This is an optimization exercise on Yosys and OpenROAD, whose aim is small area, a short achievable clock period and few clock cycles per item, not a production implementation. Only simulation tests tie the RTL to the original design; equivalence was not proved. No activity file was given, so power comes from the tool's default toggle rates.

Design shift_add_multiplier, start of the top module:
module shift_add_multiplier
#(
    parameter int OPERAND_WIDTH = 32
)
(
    input  logic        flush,
    input  logic        clk,
    input  logic        rst,
    input  logic        start,
    input  logic [1:0]  mul_type,
    input  logic [31:0] a,
    input  logic [31:0] b,
    output logic [63:0] p,
    output logic        done,
    output logic        work
);
Size in the first run: ~900 cells after synthesis, about 150 flip-flops, about 140 I/O pins, roughly 9500 um^2 of cells after synthesis.
==> flow/config.mk <==
export PLATFORM = sky130hd
export DESIGN_NAME = shift_add_multiplier
export DESIGN_NICKNAME = shift_add_multiplier
export VERILOG_FILES = /design/flow/design.v
export SDC_FILE = /design/flow/constraint.sdc
export NUM_CORES = 4
export LEC_CHECK = 0
export ABC_CLOCK_PERIOD_IN_PS = 2200
export CAP_MARGIN = 20
export CORE_MARGIN = 2
export CORE_UTILIZATION = 40
export SETUP_SLACK_MARGIN = 3.4
export SLEW_MARGIN = 20
==> flow/constraint.sdc <==
create_clock -name core_clock -period 5.5 [get_ports {clk}]
set_input_delay 1.1000 -clock core_clock [delete_from_list [all_inputs] [get_ports {clk}]]
set_output_delay 1.1000 -clock core_clock [all_outputs]
set_load 0.01 [all_outputs]
run.sh (not shown) runs the stock make flow with config.mk's settings and CLKGATE_MAP_FILE= SYNTH_SCRIPT=/design/flow/synth_recipe.tcl, a recipe that flattens the netlist after the stock synthesis.
The baseline completed without violations.
Testbench counts at the start, summed over its fixed seeds: cycles 9,984, items 768.
Edit:
==> flow/flow/run.sh (new file) <==
#!/bin/bash
# The standard layout, with the port buffers that buffer_ports inserts made
# from the smallest buffer instead of the delay cell it picks by default.
set -euo pipefail
export BUFFER_PORTS_ARGS="-buffer_cell sky130_fd_sc_hd__buf_1"
bash standard.sh > standard_flow.log 2>&1
==> flow/standard.sh (new file) <==
#!/bin/bash
# synth_recipe.tcl (not shown) runs the flow's synth.tcl, then flattens the netlist and writes it again
# the make line also repeats each setting of config.mk as NAME=value (left out here)
make -C /OpenROAD-flow-scripts/flow DESIGN_CONFIG=/design/flow/config.mk WORK_HOME=/design/flow/orfs CLKGATE_MAP_FILE= SYNTH_SCRIPT=/design/flow/synth_recipe.tcl "${@:-finish}"
--- a/flow/config.mk
+++ b/flow/config.mk
@@ -7,7 +7,8 @@
 export LEC_CHECK = 0
-export ABC_CLOCK_PERIOD_IN_PS = 2200
-export CAP_MARGIN = 20
+export ABC_CLOCK_PERIOD_IN_PS = 2000
+export CAP_MARGIN = 0
 export CORE_MARGIN = 2
 export CORE_UTILIZATION = 40
-export SETUP_SLACK_MARGIN = 3.4
-export SLEW_MARGIN = 20
+export CTS_BUF_LIST = sky130_fd_sc_hd__clkbuf_4 sky130_fd_sc_hd__clkbuf_8
+export SETUP_SLACK_MARGIN = 3.3
+export SLEW_MARGIN = 0
removed: flow/run.sh
Effect: The changed run went through all stages and came out clean; sequential power is lower by a few percent; via count drops by a few percent; total power went down by roughly a tenth; cell count is lower by a few percent.
Edit:
--- a/flow/config.mk
+++ b/flow/config.mk
@@ -8,7 +8,7 @@
 export ABC_CLOCK_PERIOD_IN_PS = 2000
-export CAP_MARGIN = 0
+export CAP_MARGIN = 20
 export CORE_MARGIN = 2
-export CORE_UTILIZATION = 40
+export CORE_UTILIZATION = 55
 export CTS_BUF_LIST = sky130_fd_sc_hd__clkbuf_4 sky130_fd_sc_hd__clkbuf_8
 export SETUP_SLACK_MARGIN = 3.3
-export SLEW_MARGIN = 0
+export SLEW_MARGIN = 20
The new run finished with timing, DRC and antenna clean.
Via count went up by about 4%.
Cell area went down by 0.30%.
Cell count went down by 6.7%.
Critical path depth went down by 1.
Sequential share of layout area stays flat.
Synthesized cell count is unchanged.
Clock skew went up by 0.0093 ns.
Routed wire length went up by 3.5%.
Setup slack gets worse by 0.0053 ns.
Non-clock buffer count stays the same.
First-iteration DRC count went down by 0.85%.
Edit:
--- a/flow/config.mk
+++ b/flow/config.mk
@@ -10,3 +10,3 @@
 export CORE_MARGIN = 2
-export CORE_UTILIZATION = 55
+export CORE_UTILIZATION = 40
 export CTS_BUF_LIST = sky130_fd_sc_hd__clkbuf_4 sky130_fd_sc_hd__clkbuf_8
After rerunning: The changed run finished with timing, DRC and antenna clean. Die area went up by 36%. Worst setup slack improves by 0.0053 ns. Hold slack degrades by 0.034 ns. Non-clock buffer count does not change. Maximum frequency is about the same. Via count decreases by 3.9%. Final area grows by 0.30%.

## oak
shift_add_multiplier again, from the RTL that the note above started with.
Settings: LEC_CHECK=0, ABC_CLOCK_PERIOD_IN_PS=2200, CAP_MARGIN=20, CORE_MARGIN=2, CORE_UTILIZATION=40, SETUP_SLACK_MARGIN=3.0, SLEW_MARGIN=20; clock period 5.5 ns.
standard.sh (not shown) runs the stock make flow with config.mk's settings and CLKGATE_MAP_FILE= SYNTH_SCRIPT=/design/flow/synth_recipe.tcl, a recipe that flattens the netlist after the stock synthesis.
==> flow/flow/run.sh <==
#!/bin/bash
# The standard layout, with the port buffers that buffer_ports inserts made
# from the smallest buffer instead of the delay cell it picks by default.
set -euo pipefail
export BUFFER_PORTS_ARGS="-buffer_cell sky130_fd_sc_hd__buf_1"
bash standard.sh > standard_flow.log 2>&1
Testbench counts of oak, summed over its fixed seeds: cycles 9,984, items 768.
--- input diff oak..pine ---
--- a/flow/config.mk
+++ b/flow/config.mk
@@ -11,2 +11,3 @@
 export CORE_UTILIZATION = 40
+export CTS_BUF_LIST = sky130_fd_sc_hd__clkbuf_4 sky130_fd_sc_hd__clkbuf_8
 export SETUP_SLACK_MARGIN = 3.0
## What came out
- oak vs pine, last element of the critical path: P_hi[13] vs P_hi[23]
- Compared with oak, pine shows a higher data arrival time of the worst path.
- pine ends up with a layout overhead on the synthesized area that is 2.0 points lower than in oak.
- Summary of pine over oak: power has decreased, final cycle utilization of the critical path has decreased.
- Diff oak -> pine: relative slew slack moved down; final design instance area without fill moved down.
- Compared with oak, pine has extra setup slack.
- Re placed standard-cell area: no difference whatsoever between pine and oak.
- On pine: amount of wire on met3 after detailed routing is about 12% higher than what oak gave.
- Number of buffer and inverter stages on the critical path (pine over oak): decrease, 1
Input changes introduced in birch (baseline for comparison: pine):
--- a/flow/config.mk
+++ b/flow/config.mk
@@ -10,3 +10,3 @@
 export CORE_MARGIN = 2
-export CORE_UTILIZATION = 40
+export CORE_UTILIZATION = 55
 export CTS_BUF_LIST = sky130_fd_sc_hd__clkbuf_4 sky130_fd_sc_hd__clkbuf_8
Notes after the runs:
pine consumes more power than birch.
Taking pine as the reference, in birch highest attainable clock frequency moved down, clock period minus worst slack now sits higher.
Between birch and pine, it is birch whose portion of the clock cycle consumed by the worst path in the final layout is higher, by 1.5 points.
Smallest setup slack after layout: birch vs pine down 83 ps
birch: worst setup slack after placement is 140 ps higher than what pine reported.
birch vs pine: first-iteration DRC count down

[afterwards: timing with drivers on the ports]
How much do the figures lean on ideal ports? The routed layouts below were timed once more, with nothing changed but the port constraints.
Step 1 assumes that a clkbuf_16 drives the clock port and a buf_2 every other input.
Step 2, shift: input delay + t, output delay - t, t = (earliest + latest rising clock arrival at the registers) / 2. This alone moves slack from input paths to output paths.
a / b / c = no drivers / after step 1 / after step 2; a / b = the first two.
run | t, ns | setup WS [ns] | clock arrival spread, ns | pins driven straight from the clock port
the first run of note 1 | 0.463 | 3.226 / 3.236 / 2.773 | 0.015 / 0.015 | 1
the second run of note 1 | 0.491 | 3.292 / 3.280 / 2.820 | 0.014 / 0.013 | 1
the third run of note 1 | 0.504 | 3.286 / 3.279 / 2.800 | 0.023 / 0.022 | 1
the fourth run of note 1 | 0.491 | 3.292 / 3.280 / 2.820 | 0.014 / 0.013 | 1
oak | 0.471 | 3.106 / 3.106 / 2.666 | 0.011 / 0.011 | 1
pine | 0.497 | 3.115 / 3.115 / 2.684 | 0.017 / 0.017 | 1
birch | 0.495 | 3.033 / 3.033 / 2.691 | 0.014 / 0.014 | 1
After both steps every run listed still meets setup and hold. For the third run of note 1, which loses most, drivers alone change the setup slack by -0.007 ns; drivers and shift together by -0.486 ns.
